This design comes from an exercise in tuning for small area and a short achievable clock period on the open sky130 flow, not from production work.
In this exercise RTL edits were held to simulation tests only and were not proved equivalent to the original.
Power is estimated from default activity; no workload was simulated.

==> design/flow/design.v <==
`timescale 1ns / 1ps
module Register(I, E, FunSel, Clock, Q);
    input wire[15:0] I;
    input wire E;
    input wire[2:0] FunSel;
    input wire Clock;
    output reg[15:0] Q;
    always @(posedge Clock) begin
        if(E == 0)
            begin 
            Q <= Q;
            end
        else
            begin
                if(FunSel == 3'b000) 
                    Q <= Q - 1;
                else if(FunSel == 3'b001) 
                    Q <= Q + 1;
                else if(FunSel == 3'b010)
                    Q <= I;
                else if(FunSel == 3'b011) 
                    Q <= 8'b0000000;
                else if(FunSel == 3'b100)
                    begin
                        Q[15:8] <= 8'b0000000;
                        Q[7:0] <= I[7:0];
                    end
                else if(FunSel == 3'b101) 
                    Q[7:0] <= I[7:0];
                else if(FunSel == 3'b110)
                    Q[15:8] <= I[7:0];
                else if(FunSel == 3'b111)
                    begin
                        Q[15:8] <= {8{I[7]}};
                        Q[7:0] <= I[7:0];
                    end                 
            end
    end
endmodule
`timescale 1ns / 1ps
module RegisterFile(I, OutASel, OutBSel, FunSel, RegSel, ScrSel, Clock, OutA, OutB);
    input wire [15:0] I;
    input wire [2:0] OutASel, OutBSel;
    input wire [2:0] FunSel;
    input wire [3:0] RegSel, ScrSel;
    input wire Clock;
    output reg [15:0] OutA, OutB;
    wire ENR1,ENR2,ENR3,ENR4,ENS1,ENS2,ENS3,ENS4;
    wire [15:0] QR1, QR2, QR3, QR4, QS1, QS2, QS3, QS4;
    assign {ENR1,ENR2,ENR3,ENR4} = ~RegSel;
    assign {ENS1,ENS2,ENS3,ENS4} = ~ScrSel;
    Register R1 (.I(I), .E(ENR1), .FunSel(FunSel), .Clock(Clock), .Q(QR1));
    Register R2 (.I(I), .E(ENR2), .FunSel(FunSel), .Clock(Clock), .Q(QR2));
    Register R3 (.I(I), .E(ENR3), .FunSel(FunSel), .Clock(Clock), .Q(QR3));
    Register R4 (.I(I), .E(ENR4), .FunSel(FunSel), .Clock(Clock), .Q(QR4));
    Register S1 (.I(I), .E(ENS1), .FunSel(FunSel), .Clock(Clock), .Q(QS1));
    Register S2 (.I(I), .E(ENS2), .FunSel(FunSel), .Clock(Clock), .Q(QS2));
    Register S3 (.I(I), .E(ENS3), .FunSel(FunSel), .Clock(Clock), .Q(QS3));
    Register S4 (.I(I), .E(ENS4), .FunSel(FunSel), .Clock(Clock), .Q(QS4));
    always @(*) begin
        case (OutASel)
            3'b000: OutA <= QR1;
            3'b001: OutA <= QR2;
            3'b010: OutA <= QR3;
            3'b011: OutA <= QR4;
            3'b100: OutA <= QS1;
            3'b101: OutA <= QS2;
            3'b110: OutA <= QS3;
            3'b111: OutA <= QS4;
        endcase
        case (OutBSel)
            3'b000: OutB <= QR1;
            3'b001: OutB <= QR2;
            3'b010: OutB <= QR3;
            3'b011: OutB <= QR4;
            3'b100: OutB <= QS1;
            3'b101: OutB <= QS2;
            3'b110: OutB <= QS3;
            3'b111: OutB <= QS4;
        endcase
    end
endmodule
`timescale 1ns / 1ps
module AddressRegisterFile(I, OutCSel, OutDSel, FunSel, RegSel, Clock, OutC, OutD);
    input wire [15:0] I;
    input wire [1:0] OutCSel, OutDSel;
    input wire [2:0] FunSel, RegSel;
    input wire Clock;
    output reg [15:0] OutC, OutD;
    wire EPC,EAR,ESP;
    wire [15:0] QPC, QAR, QSP;
    assign {EPC,EAR,ESP} = ~RegSel;
    Register PC (.I(I), .E(EPC), .FunSel(FunSel), .Clock(Clock), .Q(QPC));
    Register AR (.I(I), .E(EAR), .FunSel(FunSel), .Clock(Clock), .Q(QAR));
    Register SP (.I(I), .E(ESP), .FunSel(FunSel), .Clock(Clock), .Q(QSP));
    always @(*) begin
        case (OutCSel)
            2'b00: OutC <= QPC;
            2'b01: OutC <= QPC;
            2'b10: OutC <= QAR;
            2'b11: OutC <= QSP;
        endcase
        case (OutDSel)
            2'b00: OutD <= QPC;
            2'b01: OutD <= QPC;
            2'b10: OutD <= QAR;
            2'b11: OutD <= QSP;
        endcase
    end
endmodule
`timescale 1ns / 1ps
module InstructionRegister(I, Write, LH, Clock, IROut);
	input [7:0] I;
	input Write, LH, Clock;
	output reg [15:0] IROut;
    always @(posedge Clock) begin
        if(Write == 0) IROut <= IROut;
        else begin
            if(LH == 0)
                IROut[7:0] <= I;
            else
                IROut[15:8] <= I;
        end
    end
endmodule
`timescale 1ns / 1ps
module ArithmeticLogicUnit(A, B, FunSel, WF, Clock, ALUOut, FlagsOut);
    input wire [15:0] A, B;
    input wire [4:0] FunSel;
    input wire WF, Clock;
    output reg [15:0] ALUOut;
    output reg [3:0] FlagsOut;
    wire C = FlagsOut[2];
    wire N = FlagsOut[1];
    wire O = FlagsOut[0];
    reg carry_out;
    reg [3:0] NewFlags;
    always @(*) begin
        ALUOut = 16'd0;
        carry_out = 1'b0;
        case (FunSel)
           5'b00000: ALUOut[7:0] = A[7:0];                                               
           5'b00001: ALUOut[7:0] = B[7:0];                                               
           5'b00010: ALUOut[7:0] = ~A[7:0];                                              
           5'b00011: ALUOut[7:0] = ~B[7:0];                                              
           5'b00100: {carry_out, ALUOut[7:0]} = {1'b0, A[7:0]} + {1'b0, B[7:0]};         
           5'b00101: {carry_out, ALUOut[7:0]} = {1'b0, A[7:0]} + {1'b0, B[7:0]} + {8'b0, C};  
           5'b00110: {carry_out, ALUOut[7:0]} = {1'b0, A[7:0]} + {1'b0, ~B[7:0]} + 9'd1;  
           5'b00111: ALUOut[7:0] = A[7:0] & B[7:0];                                      
           5'b01000: ALUOut[7:0] = A[7:0] | B[7:0];                                      
           5'b01001: ALUOut[7:0] = A[7:0] ^ B[7:0];                                      
           5'b01010: ALUOut[7:0] = ~(A[7:0] & B[7:0]);                                   
           5'b01011: ALUOut[7:0] = {A[6:0], 1'b0};                                       
           5'b01100: ALUOut[7:0] = {1'b0, A[7:1]};                                       
           5'b01101: ALUOut[7:0] = {A[7], A[7:1]};                                       
           5'b01110: ALUOut[7:0] = {A[6:0], A[7]};                                       
           5'b01111: ALUOut[7:0] = {A[0], A[7:1]};                                       
           5'b10000: ALUOut = A;
           5'b10001: ALUOut = B;
           5'b10010: ALUOut = ~A;
           5'b10011: ALUOut = ~B;
           5'b10100: {carry_out, ALUOut} = {1'b0, A} + {1'b0, B};
           5'b10101: {carry_out, ALUOut} = {1'b0, A} + {1'b0, B} + {16'b0, C};
           5'b10110: {carry_out, ALUOut} = {1'b0, A} + {1'b0, ~B} + 17'd1;
           5'b10111: ALUOut = A & B;
           5'b11000: ALUOut = A | B;
           5'b11001: ALUOut = A ^ B;
           5'b11010: ALUOut = ~(A & B);
           5'b11011: ALUOut = {A[14:0], 1'b0};
           5'b11100: ALUOut = {1'b0, A[15:1]};
           5'b11101: ALUOut = {A[15], A[15:1]};
           5'b11110: ALUOut = {A[14:0], C};                                              
           5'b11111: ALUOut = {C, A[15:1]};                                              
        endcase
    end
    always @(*) begin
        case (FunSel)
           5'b00000, 5'b00001, 5'b00010, 5'b00011,
           5'b00111, 5'b01000, 5'b01001, 5'b01010:
               NewFlags = {ALUOut[7:0] == 8'd0, C, ALUOut[7], O};
           5'b00100, 5'b00101:
               NewFlags = {ALUOut[7:0] == 8'd0, carry_out, ALUOut[7], (A[7] == B[7]) && (A[7] != ALUOut[7])};
           5'b00110:
               NewFlags = {ALUOut[7:0] == 8'd0, ~carry_out, ALUOut[7], (A[7] != B[7]) && (A[7] != ALUOut[7])};
           5'b01011, 5'b01110:
               NewFlags = {ALUOut[7:0] == 8'd0, A[7], ALUOut[7], O};
           5'b01100:
               NewFlags = {ALUOut[7:0] == 8'd0, A[0], 1'b0, O};
           5'b01101:
               NewFlags = {ALUOut[7:0] == 8'd0, A[0], N, O};
           5'b01111:
               NewFlags = {ALUOut[7:0] == 8'd0, A[0], ALUOut[7], O};
           5'b10000, 5'b10001, 5'b10010, 5'b10011,
           5'b10111, 5'b11000, 5'b11001, 5'b11010:
               NewFlags = {ALUOut == 16'd0, C, ALUOut[15], O};
           5'b10100, 5'b10101:
               NewFlags = {ALUOut == 16'd0, carry_out, ALUOut[15], (A[15] == B[15]) && (A[15] != ALUOut[15])};
           5'b10110:
               NewFlags = {ALUOut == 16'd0, ~carry_out, ALUOut[15], (A[15] != B[15]) && (A[15] != ALUOut[15])};
           5'b11011, 5'b11110:
               NewFlags = {ALUOut == 16'd0, A[15], ALUOut[15], O};
           5'b11100:
               NewFlags = {ALUOut == 16'd0, A[0], 1'b0, O};
           5'b11101:
               NewFlags = {ALUOut == 16'd0, A[0], N, O};
           default:  
               NewFlags = {ALUOut == 16'd0, A[0], ALUOut[15], O};
        endcase
    end
    always @(posedge Clock) begin
        if (WF)
            FlagsOut <= NewFlags;
    end
endmodule
`timescale 1ns / 1ps
module ArithmeticLogicUnitSystem(
    RF_OutASel, RF_OutBSel, RF_FunSel, RF_RegSel, RF_ScrSel,
    ALU_FunSel, ALU_WF,
    ARF_OutCSel, ARF_OutDSel, ARF_FunSel, ARF_RegSel,
    IR_LH, IR_Write,
    MemOut,
    MuxASel, MuxBSel, MuxCSel, Clock,
    OutA, OutB, ALUOut, Flags_out, OutC, Address, IROut, MuxCOut);
    input wire [2:0] RF_OutASel, RF_OutBSel, RF_FunSel;
    input wire [3:0] RF_RegSel, RF_ScrSel;
    output wire [15:0] OutA, OutB;
    input wire [4:0] ALU_FunSel;
    input wire ALU_WF;
    output wire [15:0] ALUOut;
    output wire [3:0] Flags_out;
    input wire [1:0] ARF_OutCSel, ARF_OutDSel;
    input wire [2:0] ARF_FunSel, ARF_RegSel;
    output wire [15:0] OutC;
    wire [15:0] OutD;
    input wire IR_LH;
    input wire IR_Write;
    output wire [15:0] IROut;
    output wire [15:0] Address;
    input wire [7:0] MemOut;
    input wire [1:0] MuxASel;
    wire [15:0] MuxAOut;
    input wire [1:0] MuxBSel;
    wire [15:0] MuxBOut;
    input wire MuxCSel;
    output wire [7:0] MuxCOut;
    input wire Clock;
    assign Address = OutD;
    assign MuxCOut = (MuxCSel == 1'b0) ? ALUOut[7:0] : ALUOut[15:8];
        ArithmeticLogicUnit ALU(
            .A(OutA),
            .B(OutB),
            .FunSel(ALU_FunSel),
            .WF(ALU_WF),
            .Clock(Clock),
            .ALUOut(ALUOut),
            .FlagsOut(Flags_out)
        );
        assign MuxAOut = (MuxASel == 2'b00) ? ALUOut :
                         (MuxASel == 2'b01) ? OutC :
                         (MuxASel == 2'b10) ? {{8{1'b0}}, MemOut} :
                         IROut;
        assign MuxBOut = (MuxBSel == 2'b00) ? ALUOut :
                 (MuxBSel == 2'b01) ? OutC :
                 (MuxBSel == 2'b10) ? {{8{1'b0}}, MemOut} :
                 IROut;
        InstructionRegister IR(
            .I(MemOut),
            .Write(IR_Write),
            .LH(IR_LH),
            .Clock(Clock),
            .IROut(IROut)
        );
        RegisterFile RF(
            .I(MuxAOut),
            .OutASel(RF_OutASel),
            .OutBSel(RF_OutBSel),
            .FunSel(RF_FunSel),
            .RegSel(RF_RegSel),
            .ScrSel(RF_ScrSel),
            .Clock(Clock),
            .OutA(OutA),
            .OutB(OutB)
        );
        AddressRegisterFile ARF(
            .I(MuxBOut),
            .OutCSel(ARF_OutCSel),
            .OutDSel(ARF_OutDSel),
            .FunSel(ARF_FunSel),
            .RegSel(ARF_RegSel),
            .Clock(Clock),
            .OutC(OutC),
            .OutD(OutD)
        );
endmodule
==> design/flow/run.sh <==
#!/bin/bash
# synth_recipe.tcl (not shown) runs the flow's synth.tcl, then flattens the netlist and writes it again
# the make line also repeats each setting of config.mk as NAME=value (left out here)
make -C /OpenROAD-flow-scripts/flow DESIGN_CONFIG=/design/flow/config.mk WORK_HOME=/design/flow/orfs CLKGATE_MAP_FILE= SYNTH_SCRIPT=/design/flow/synth_recipe.tcl finish
==> design/flow/config.mk <==
export PLATFORM = sky130hd
export DESIGN_NAME = ArithmeticLogicUnitSystem
export DESIGN_NICKNAME = ArithmeticLogicUnitSystem
export VERILOG_FILES = /design/flow/design.v
export SDC_FILE = /design/flow/constraint.sdc
export NUM_CORES = 4
export LEC_CHECK = 0
export CAP_MARGIN = 20
export CORE_MARGIN = 2
export CORE_UTILIZATION = 40
export SETUP_SLACK_MARGIN = 0.2
export SLEW_MARGIN = 20
==> design/flow/constraint.sdc <==
create_clock -name core_clock -period 9.0 [get_ports {Clock}]
set_input_delay 1.8000 -clock core_clock [delete_from_list [all_inputs] [get_ports {Clock}]]
set_output_delay 1.8000 -clock core_clock [all_outputs]
set_load 0.01 [all_outputs]
==> summary.txt <==
## power breakdown
part | total [mW] | internal, mW | switching [mW]
Clock | 0.890 | 0.431 | 0.459
Sequential | 1.38 | 1.15 | 0.233
Combinational | 2.02 | 0.824 | 1.19
## metrics by stage
step,area (um^2),utilization [%],TNS (ns),hold WS [ns]
after floorplan,22500,-,0,0.623
after global placement,25200,45.4,-0.0673,0.660
after detailed placement,25200,45.4,-0.159,0.700
after CTS,25900,46.7,0,0.714
after global routing,26000,46.9,0,0.754
final,26000,46.9,0,0.718
## cell usage after synthesis, types with 44 or more instances
| master | instances | area share (%) |
|---|---|---|
| a22oi_1 | 68 | 2.3 |
| nor2_1 | 292 | 4.9 |
| o22ai_1 | 55 | 1.5 |
| xor2_1 | 52 | 2.0 |
| clkbuf_1 | 206 | 3.4 |
| o221ai_1 | 49 | 1.9 |
| ha_1 | 72 | 4.0 |
| mux2i_1 | 97 | 4.3 |
| xnor2_1 | 108 | 4.2 |
| nor3_1 | 80 | 1.8 |
| and3_1 | 44 | 1.2 |
| nand2_1 | 296 | 4.9 |
| edfxtp_1 | 196 | 26 |
| inv_1 | 113 | 1.9 |
| nand3_1 | 109 | 2.4 |
| o21ai_0 | 139 | 3.1 |
| a21oi_1 | 215 | 4.8 |
| or3_1 | 53 | 1.5 |
## worst reg2reg max path: cells and delay by family (launching register included)
| kind | cells | cell delay (ns) |
|---|---|---|
| AO/OA/AOI/OAI | 7 | 2.27 |
| AND/OR/NAND/NOR | 4 | 1.37 |
| buffers and inverters | 5 | 0.85 |
| adder cells (fa/ha/maj) | 2 | 0.62 |
| flip-flops | 1 | 0.52 |
| XOR/XNOR | 2 | 0.48 |
## cells by family (layout without fill, tap and decap cells)
family                   after synthesis  count (layout)  share of synthesized area [%]
AND/OR/NAND/NOR                     1109            1109                           23.8
AO/OA/AOI/OAI                        846             846                           25.7
buffers and inverters                378             464                           6.64
flip-flops                           196             196                           26.1
XOR/XNOR                             162             162                           6.42
multiplexers                         140             140                           7.11
adder cells (fa/ha/maj)               74              74                           4.18
## layer usage
| metal | vias to the layer above | global-route usage (%) | part of all wire [%] | wire length, um |
|---|---|---|---|---|
| li1 | 10954 | - | - | - |
| met1 | 12095 | 48.3 | 42 | 43800 |
| met2 | 1508 | 54.0 | 44 | 45700 |
| met3 | 231 | 5.82 | 9.5 | 9880 |
| met4 | 2 | 13.8 | 4.1 | 4240 |
| met5 | - | 0 | 0.011 | 11 |
## cell type report
type | instances | area, um^2
Fill cell | 5569 | 29400
Multi-Input combinational cell | 2331 | 15300
Sequential cell | 196 | 5890
Timing Repair Buffer | 314 | 2800
Tap cell | 748 | 936
Inverter | 118 | 447
Clock buffer | 18 | 429
Clock inverter | 14 | 200
## sequential cells by signal, summed over array words and instances (netlist names)
signal / cells
ALU.FlagsOut: 4
ARF.AR.Q: 16
ARF.PC.Q: 16
ARF.SP.Q: 16
IR.IROut: 16
RF.R1.Q: 16
RF.R2.Q: 16
RF.R3.Q: 16
RF.R4.Q: 16
RF.S1.Q: 16
RF.S2.Q: 16
RF.S3.Q: 16
RF.S4.Q: 16
## placed cells by master, fill, tap and decap left out, drive strengths merged, types with 80 or more instances in the layout
cell type	n
o21ai	144
mux2i	97
xnor2	108
nand2	296
nor3	80
buf	162
a21oi	215
nand3	109
clkdlybuf4s50	147
edfxtp	196
inv	123
nor2	292
## final timing paths
path | start | endpoint | slack, ns | depth (start not counted)
worst min register to register | RF.S1.Q[3] | RF.S1.Q[3] | 0.72 | 1
worst max-delay path | RF_OutASel[2] | ALUOut[15] | 0.35 | 17
worst max register to register | RF.S1.Q[0] | RF.R1.Q[3] | 2.63 | 20
worst min-delay path | RF.S1.Q[3] | RF.S1.Q[3] | 0.72 | 1
## repair_timing
action                                  CTS  global route
endpoints found under the hold margin     0             0
endpoints found under the setup margin    5            10
buffers inserted                          0             2
gates cloned                              0             1
gates resized for setup                   9            28
pin swaps                                 0             3
==> summary.txt <==
status timing/DRC/antenna clean; Worst Setup Start Kind primary input; Synth Area per Inst 7.75 um^2; Max Freq approximately 120 MHz; CP peak stage delay 0.56 ns; Min Clock Period, post-route 8.65 ns; Synth-to-Final Area Change 15.5%; Static Leak 9.63 nW; Buf/Inv on CP 5; global route overflow 0; chip height 241 um; critical path type primary input to primary output; Crit Path Max Fanout 29; H-tree depth 4; placed insts 3704; vias per cell between 6 and 7; latest clock arrival within the worst-skew pair 0.53 ns; Vias 24790; cts hold-fix bufs 0; Final #Nets 3101; GPL Wtd Cong 1.02; Hold Vio Cnt, Final 0; Min-Delay Path Class register to register; Final period util 96.1%; number of flops mapped to enable cells by yosys 196; Worst-Margin Slew 1.15 ns; initial antenna violation count 3; Rows 86; Routed WL per cell 27.7 um; Worst Setup End Kind primary output; Post-DP HPWL 80600 um; CTS Buffer Depth 2; Pwr Density 165 nW/um^2; largest net degree at the start of global routing 79; first-pass GRT wire length 150000 um; Detail Route Antenna Nets 0; Post-Synthesis Cells 2905; number of port buffers approximately 160; starting density of the core 40.6%; Iter 0 DRT Violations 3669; number of antenna diodes 0; CTS tree built; Finished Layout Cells between 3000 and 4000; share of layout cells above drive strength 1 10.7%; crit path DAT 6.85 ns; Cell Chain, Critical Path clkdlybuf4s50_1, buf_4, buf_12, mux2_2, a32oi_1, a31o_2, ha_1, a21oi_2, o21ai_1, o211a_1, a211o_1, nand2b_1, or4_4, o211a_1, or3_1, buf_4, clkdlybuf4s50_1; Post-route DRC 0; Async S/R FF share, synth 0%; die width between 200 and 250 um; Seq/Total Area, Yosys between 20% and 30%; Post-synth top flop edfxtp_1; CTS buffer count 17; Max-Cap Viols 0; Clock Sinks 196; Tot Pwr 4.29 mW; required time of the critical path 7.20 ns; Slew HR a little under a quarter; synth unique cells 93; vias in the first global route between 20000 and 25000; Pre-Repair DR Iteration Count 8; Root Driver clkbuf_16; syn nets just over 3000; RSZ-0062 raised after global routing no; Setup Skew 0.0209 ns; Tot GR Track Use 34.9%; Yosys warning total 5; die area 58200 um^2; final slew viol count 0; kind of cell adding the most delay to the critical path compound AO/OA/AOI/OAI gates; I/O pins 157; Place WS -0.0704 ns; synthesized flop and latch total 196; critical path's slowest cell or4_4; core box area 55400 um^2; clk slew on worst S/H paths 0.09 ns; final wirelength 104000 um; Syn Std Cell Area 22500 um^2; Setup Viol. Count Final 0; final worst slack 0.350 ns; Max IR drop VDD 0.174 mV

-- re-timing with driven ports --
In the flow no input, the clock included, has a driving cell. The finished layout below was timed again as built, in two steps. Step 1 assumes that a clkbuf_16 drives the clock port and a buf_2 every other input. Step 2 moves the port delays by t, midway between the first and last clock arrival at a register: inputs arrive t later, outputs are due t later. That takes back most of the time a late clock gives input paths. a / b / c = no drivers / after step 1 / after step 2; a / b = the first two.
t, ns: 0.577
slack for setup (ns): 0.350 / 0.319 / 0.319
hold WS [ns]: 0.718 / 0.718 / 0.718
worst setup path after step 2: input to output
worst register clock-pin slew, ns: 0.09 / 0.09
After both steps setup and hold are still met in this run. For this run, drivers alone change the setup slack by -0.031 ns; drivers and shift together by -0.031 ns.
